From an optimization exercise on the open Yosys and OpenROAD flow, aimed at small area; shortcuts taken in it are not production practice.
In this exercise RTL edits were held to simulation tests only and were not proved equivalent to the original.
Power figures rest on the tool's default switching activity, not on a simulated workload.

## job 7131
==> flow/design.v <==
`timescale 1ns / 1ps
module topModule(
    input         topCLK,
    input         rst,
    input         switch0,
    input         buttonUp,
    input         buttonDown,
    output        LED_Red,
    output        LED_Red2,
    output        LED_Blue,
    output        LED_Blue2,
    input         Temperature_SDA_in,
    output        Temperature_SDA_out,
    output        Temperature_SDA_oe,
    output        Temperature_SCL,
    output [6:0]  SEG,
    output [7:0]  AN
    );
    reg [8:0] a;
    reg h;
    reg [2:0] m;
    reg [4:0] bhi;
    reg [2:0] sel;
    reg [7:0] q;
    wire ce   = (a == 9'd478);
    wire m4   = (m == 3'd4);
    wire r9   = h & m4;
    wire dec  = ce & r9;
    always @(posedge topCLK) begin
        if (rst) begin
            a <= 9'h1FF;
            h <= 1'b0;
            m <= 3'd0;
            bhi <= 5'h1F;
            sel <= 3'd0;
            q <= 8'd0;
        end else begin
            a <= ce ? 9'h1FF : {a[7:0], a[8] ^ a[4]};
            if (ce) begin
                m <= m4 ? 3'd0 : m + 3'd1;
                if (m4)
                    h <= ~h;
            end
            if (dec) begin
                bhi <= (bhi == 5'd2) ? 5'h1F : {bhi[3:0], bhi[4] ^ bhi[2]};
                if (bhi == 5'd2)
                    sel <= sel + 3'd1;
                q <= (q == 8'd255) ? 8'd200 : q + 8'd1;
            end
        end
    end
    assign Temperature_SCL = ~q[0];
    assign Temperature_SDA_oe = (q < 8'd217) | (q == 8'd235) | (q == 8'd236) | (q >= 8'd253);
    reg sda_o;
    always @* begin
        case (q)
            8'd200: sda_o = ~h;
            8'd201: sda_o = h;
            8'd203: sda_o = ~h;
            8'd204, 8'd205, 8'd206: sda_o = 1'b0;
            8'd207: sda_o = h;
            8'd209: sda_o = ~h;
            8'd210: sda_o = 1'b0;
            8'd211: sda_o = h;
            8'd235, 8'd236: sda_o = 1'b0;
            default: sda_o = 1'b1;
        endcase
    end
    assign Temperature_SDA_out = sda_o;
    reg [7:0] acc;
    wire samp = dec & ~q[0] & ((q[7:4] == 4'hE & q[3:1] != 3'd6) | q == 8'd222);
    always @(posedge topCLK)
        if (samp)
            acc <= {acc[6:0], Temperature_SDA_in};
    reg [7:0] tc;
    always @(posedge topCLK)
        if (rst)
            tc <= 8'd0;
        else if (ce & (q >= 8'd253))
            tc <= acc;
    wire [7:0] c5k = tc / 5;
    wire [2:0] c5m = tc % 5;
    reg [1:0] c5g;
    always @* begin
        case (c5m)
            3'd0, 3'd1: c5g = 2'd0;
            3'd2: c5g = 2'd1;
            3'd3: c5g = 2'd2;
            default: c5g = 2'd3;
        endcase
    end
    wire [7:0] tf = tc + {c5k[5:0], 2'b00} + c5g + 8'd32;
    reg [7:0] vF, vC;
    reg bu_p, bd_p, db;
    wire [7:0] tsel = switch0 ? tc : tf;
    wire [7:0] spsel = switch0 ? vC : vF;
    wire up_act = (buttonUp == bu_p) & buttonUp & ~db;
    wire dn_act = (buttonDown == bd_p) & buttonDown & ~db;
    wire [7:0] spnew = dn_act ? spsel - 8'd1 : spsel + 8'd1;
    reg red, blue;
    always @(posedge topCLK) begin
        if (rst) begin
            vF <= 8'd80;
            vC <= 8'd15;
            bu_p <= 1'b0;
            bd_p <= 1'b0;
            db <= 1'b0;
            red <= 1'b0;
            blue <= 1'b0;
        end else begin
            if (up_act | dn_act) begin
                if (switch0) vC <= spnew;
                else vF <= spnew;
            end
            if (buttonDown != bd_p) db <= 1'b0;
            else if (buttonDown & ~db) db <= 1'b1;
            else if (buttonUp != bu_p) db <= 1'b0;
            else if (buttonUp & ~db) db <= 1'b1;
            bu_p <= buttonUp;
            bd_p <= buttonDown;
            red <= spsel > tsel;
            blue <= spsel < tsel;
        end
    end
    assign LED_Red = red;
    assign LED_Red2 = red;
    assign LED_Blue = blue;
    assign LED_Blue2 = blue;
    function [3:0] add3(input [3:0] x);
        add3 = (x >= 4'd5) ? x + 4'd3 : x;
    endfunction
    assign AN = ~(8'd1 << sel);
    wire [7:0] dv = sel[2] ? spsel : tsel;
    wire [3:0] s1 = add3({1'b0, dv[7:5]});
    wire [3:0] s2 = add3({s1[2:0], dv[4]});
    wire [3:0] s3 = add3({s2[2:0], dv[3]});
    wire [3:0] s4 = add3({s3[2:0], dv[2]});
    wire [3:0] s5 = add3({1'b0, s1[3], s2[3], s3[3]});
    wire [3:0] s6 = add3({s4[2:0], dv[1]});
    wire [3:0] s7 = add3({s5[2:0], s4[3]});
    wire [1:0] hun = {s5[3], s7[3]};
    wire [3:0] ones = {s6[2:0], dv[0]};
    wire [3:0] tens = {s7[2:0], s6[3]} + {hun, 1'b0} + {hun, 3'b000};
    wire [3:0] dig = sel[0] ? tens : ones;
    reg [6:0] dseg;
    always @* begin
        case (dig)
            4'd0: dseg = 7'b0000001;
            4'd1: dseg = 7'b1001111;
            4'd2: dseg = 7'b0010010;
            4'd3: dseg = 7'b0000110;
            4'd4: dseg = 7'b1001100;
            4'd5: dseg = 7'b0100100;
            4'd6: dseg = 7'b0100000;
            4'd7: dseg = 7'b0001111;
            4'd8: dseg = 7'b0000000;
            4'd9: dseg = 7'b0000100;
            default: dseg = 7'b1111111;
        endcase
    end
    assign SEG = sel[1] ? dseg : (sel[0] ? 7'b0011100 : (switch0 ? 7'b0110001 : 7'b0111000));
endmodule
==> flow/config.mk <==
export PLATFORM = sky130hd
export DESIGN_NAME = topModule
export DESIGN_NICKNAME = topModule
export VERILOG_FILES = /design/flow/design.v
export SDC_FILE = /design/flow/constraint.sdc
export NUM_CORES = 4
export LEC_CHECK = 0
export ABC_AREA = 1
export CAP_MARGIN = 20
export CORE_MARGIN = 2
export CORE_UTILIZATION = 80
export PLACE_DENSITY = 0.9
export SLEW_MARGIN = 20
==> flow/constraint.sdc <==
create_clock -name core_clock -period 20.0 [get_ports {topCLK}]
set_input_delay 4.0000 -clock core_clock [delete_from_list [all_inputs] [get_ports {topCLK}]]
set_output_delay 4.0000 -clock core_clock [all_outputs]
set_load 0.01 [all_outputs]
standard.sh (not shown) runs the stock make flow with config.mk's settings and CLKGATE_MAP_FILE= SYNTH_SCRIPT=/design/flow/synth_recipe.tcl, a recipe that flattens the netlist after the stock synthesis.
==> flow/flow/run.sh <==
#!/bin/bash
# Standard synthesis, then the combinational logic re-mapped with a stronger
# ABC script (flip-flops untouched: same instances, names and cell types),
# then the standard layout from the re-mapped netlist.
set -euo pipefail
W=$(pwd)
R=$W/orfs/results/$FLOW_PLATFORM/topModule/base
LIB=$FLOW_HOME/platforms/$FLOW_PLATFORM/lib/sky130_fd_sc_hd__tt_025C_1v80.lib
YOSYS=$(command -v yosys || echo /OpenROAD-flow-scripts/tools/install/yosys/bin/yosys)

bash standard.sh "$R/1_2_yosys.v" > "$W/std_synth.log" 2>&1
cp "$R/1_2_yosys.v" "$W/std_1_2_yosys.v"

# Rounds of ABC runs (deepsyn with different seeds, then area mapping) in
# parallel, each round starting from the smallest netlist so far; keep the
# smallest.
area_of() { sed -n "s/.*Chip area for module '\\\\$FLOW_TOP': *\([0-9.]*\).*/\1/p" "$1" | head -1; }
MAPA="amap -F 2 -A 8 -C 2000"
MAPB="amap -F 4 -A 16 -C 5000"
cur="$W/std_1_2_yosys.v"
best=""; besta=""
for round in 1 2 3; do
  for j in 1 2 3 4; do
    t="r${round}j$j"
    seed=$(( (round - 1) * 4 + j ))
    map="$MAPA"
    if [[ $round -gt 1 && $((j % 2)) -eq 0 ]]; then map="$MAPB"; fi
    printf 'strash\n&get -n\n&deepsyn -T %s -S %s\n&put\ndch -f\n%s\ntopo\n' "${DEEPSYN_T:-240}" "$seed" "$map" > "$W/reopt_$t.abc"
    sed -e "s#@LIB@#$LIB#g" -e "s#@IN@#$cur#" -e "s#@TOP@#$FLOW_TOP#" \
        -e "s#@ABC@#$W/reopt_$t.abc#" -e "s#@STAT0@#$W/reopt_stat_in_$t.txt#" \
        -e "s#@STAT@#$W/reopt_stat_$t.txt#" -e "s#@OUT@#$W/reopt_$t.v#" \
        "$W/flow/reopt.ys" > "$W/reopt_run_$t.ys"
    "$YOSYS" -l "$W/reopt_$t.log" -q "$W/reopt_run_$t.ys" > /dev/null 2>&1 &
  done
  wait
  for j in 1 2 3 4; do
    t="r${round}j$j"
    a=$(area_of "$W/reopt_stat_$t.txt" || true)
    echo "$t area $a" >> "$W/reopt_choice.txt"
    if [[ -n "$a" ]] && { [[ -z "$besta" ]] || awk "BEGIN{exit !($a < $besta)}"; }; then best=$t; besta=$a; fi
  done
  cur="$W/reopt_$best.v"
done
echo "chosen $best area $besta" >> "$W/reopt_choice.txt"
cp "$W/reopt_$best.v" "$R/1_2_yosys.v"
touch "$R/1_2_yosys.sdc"

# Clock tree: as ORFS's default call, with clkbuf_4 only and without dummy loads.
CTS="-sink_clustering_enable -repair_clock_nets -buf_list sky130_fd_sc_hd__clkbuf_4 -dont_use_dummy_load"
bash standard.sh "BUFFER_PORTS_ARGS=-buffer_cell sky130_fd_sc_hd__buf_1" "CTS_ARGS=$CTS" finish > "$W/std_layout.log" 2>&1
Other scripts of this flow, unchanged in this note and not shown: flow/flow/reopt.ys
Job 7131 ended with every stage complete and zero timing, DRC or antenna violations.
[inputs] job 1519 vs job 7131
-- flow/flow/run.sh --
<<< job 7131, line 13

# Rounds of ABC runs (deepsyn with different seeds, then area mapping) in
# parallel, each round starting from the smallest netlist so far; keep the
# smallest.
area_of() { sed -n "s/.*Chip area for module '\\\\$FLOW_TOP': *\([0-9.]*\).*/\1/p" "$1" | head -1; }
MAPA="amap -F 2 -A 8 -C 2000"
MAPB="amap -F 4 -A 16 -C 5000"
cur="$W/std_1_2_yosys.v"
best=""; besta=""
for round in 1 2 3; do
  for j in 1 2 3 4; do
    t="r${round}j$j"
    seed=$(( (round - 1) * 4 + j ))
    map="$MAPA"
    if [[ $round -gt 1 && $((j % 2)) -eq 0 ]]; then map="$MAPB"; fi
    printf 'strash\n&get -n\n&deepsyn -T %s -S %s\n&put\ndch -f\n%s\ntopo\n' "${DEEPSYN_T:-240}" "$seed" "$map" > "$W/reopt_$t.abc"
    sed -e "s#@LIB@#$LIB#g" -e "s#@IN@#$cur#" -e "s#@TOP@#$FLOW_TOP#" \
>>> job 1519, line 13

# Two rounds of ABC runs with different seeds in parallel, each round starting
# from the smallest netlist so far; keep the smallest.
area_of() { sed -n "s/.*Chip area for module '\\\\$FLOW_TOP': *\([0-9.]*\).*/\1/p" "$1" | head -1; }
cur="$W/std_1_2_yosys.v"
best=""; besta=""
for round in 1 2; do
  for s in 1 2 3 4; do
    t="r${round}s$s"
    printf 'strash\n&get -n\n&deepsyn -T %s -S %s\n&put\ndch -f\namap\ntopo\n' "${DEEPSYN_T:-120}" "$s" > "$W/reopt_$t.abc"
    sed -e "s#@LIB@#$LIB#g" -e "s#@IN@#$cur#" -e "s#@TOP@#$FLOW_TOP#" \
<<< job 7131, line 35
  wait
  for j in 1 2 3 4; do
    t="r${round}j$j"
    a=$(area_of "$W/reopt_stat_$t.txt" || true)
>>> job 1519, line 29
  wait
  for s in 1 2 3 4; do
    t="r${round}s$s"
    a=$(area_of "$W/reopt_stat_$t.txt" || true)
==> summary.txt <==
Job 1519 ended with less global-route usage than job 7131.
Changes observed in job 1519 relative to job 7131: hold slack saw a decrease; fraction of area in clock buffers and inverters saw little to no change; wire length of the first global-routing pass moved down.
Between job 1519 and job 7131, pin count of the biggest net entering global routing is lower for job 7131, job 1519 comes in above that.
Comparing period utilization for job 1519 and job 7131, the smaller number came from job 7131.
Diff job 7131 -> job 1519 | total power draw | increase of 0.79%
Here is what was changed in the inputs of job 9121 compared with job 1519.
# job 1519
export LEC_CHECK = 0
export ABC_AREA = 1
export CAP_MARGIN = 20
export CORE_MARGIN = 2
export CORE_UTILIZATION = 80
export PLACE_DENSITY = 0.9
export SLEW_MARGIN = 20
create_clock -name core_clock -period 20.0 [get_ports {topCLK}]
# job 9121
export LEC_CHECK = 0
export ABC_AREA = 1
export CAP_MARGIN = 20
export CORE_MARGIN = 2
export CORE_UTILIZATION = 40
export SLEW_MARGIN = 20
create_clock -name core_clock -period 20.0 [get_ports {topCLK}]
==> flow/flow/run.sh <==
#!/bin/bash
# Standard synthesis, then the combinational logic re-mapped with a stronger
# ABC script (flip-flops untouched: same instances, names and cell types),
# then the standard layout from the re-mapped netlist.
set -euo pipefail
W=$(pwd)
R=$W/orfs/results/$FLOW_PLATFORM/topModule/base
LIB=$FLOW_HOME/platforms/$FLOW_PLATFORM/lib/sky130_fd_sc_hd__tt_025C_1v80.lib
YOSYS=$(command -v yosys || echo /OpenROAD-flow-scripts/tools/install/yosys/bin/yosys)

bash standard.sh "$R/1_2_yosys.v" > "$W/std_synth.log" 2>&1
cp "$R/1_2_yosys.v" "$W/std_1_2_yosys.v"

# Several ABC runs with different seeds in parallel; keep the smallest.
SEEDS="1 2 3 4"
for s in $SEEDS; do
  printf 'strash\n&get -n\n&deepsyn -T %s -S %s\n&put\ndch -f\namap\ntopo\n' "${DEEPSYN_T:-150}" "$s" > "$W/reopt_$s.abc"
  sed -e "s#@LIB@#$LIB#g" -e "s#@IN@#$W/std_1_2_yosys.v#" -e "s#@TOP@#$FLOW_TOP#" \
      -e "s#@ABC@#$W/reopt_$s.abc#" -e "s#@STAT0@#$W/reopt_stat_in_$s.txt#" \
      -e "s#@STAT@#$W/reopt_stat_$s.txt#" -e "s#@OUT@#$W/reopt_$s.v#" \
      "$W/flow/reopt.ys" > "$W/reopt_run_$s.ys"
  "$YOSYS" -l "$W/reopt_$s.log" -q "$W/reopt_run_$s.ys" > /dev/null 2>&1 &
done
wait
best=""; besta=""
for s in $SEEDS; do
  a=$(sed -n "s/.*Chip area for module '\\\\$FLOW_TOP': *\([0-9.]*\).*/\1/p" "$W/reopt_stat_$s.txt" | head -1)
  echo "seed $s area $a" >> "$W/reopt_choice.txt"
  if [[ -n "$a" ]] && { [[ -z "$besta" ]] || awk "BEGIN{exit !($a < $besta)}"; }; then best=$s; besta=$a; fi
done
echo "chosen seed $best area $besta" >> "$W/reopt_choice.txt"
cp "$W/reopt_$best.v" "$R/1_2_yosys.v"
touch "$R/1_2_yosys.sdc"

# Clock tree: as ORFS's default call, with clkbuf_8 only and without dummy loads.
CTS="-sink_clustering_enable -repair_clock_nets -buf_list sky130_fd_sc_hd__clkbuf_8 -dont_use_dummy_load"
bash standard.sh "BUFFER_PORTS_ARGS=-buffer_cell sky130_fd_sc_hd__buf_1" "CTS_ARGS=$CTS" finish > "$W/std_layout.log" 2>&1
==> summary.txt <==
- Diff job 1519 -> job 9121 | setup slack | decrease of 0.20 ns
- Re post-route total power: job 1519 and job 9121 aren't equal, and the higher value belongs to job 9121.
- Against job 1519, wire length in job 9121 came out better.

## separate check: timing with driven ports
No port has a modelled driver above. Below, the same layouts with a new extraction and two added sets of constraints.
Step 1, drivers: a clkbuf_16 drives topCLK and a buf_2 each remaining input, both assumed.
Step 2 moves the port delays by t, midway between the first and last clock arrival at a register: inputs arrive t later, outputs are due t later. That takes back most of the time a late clock gives input paths.
a / b / c = ideal / step 1 / step 2; a / b = the first two.
run | shift t [ns] | setup slack, ns | hold WS [ns] | worst setup path at the end | cell pins on the clock port's net
job 7131 | 0.429 | 6.497 / 6.454 / 6.454 | 0.452 / 0.452 / 0.452 | input to output | 1
job 1519 | 0.426 | 6.306 / 6.278 / 6.278 | 0.443 / 0.443 / 0.443 | input to output | 1
job 9121 | 0.366 | 6.102 / 6.071 / 6.071 | 0.435 / 0.435 / 0.435 | input to output | 1
After both steps every run listed still meets setup and hold. The setup slack of job 7131, which loses most, moves by -0.043 ns with the drivers and by -0.043 ns with both steps.
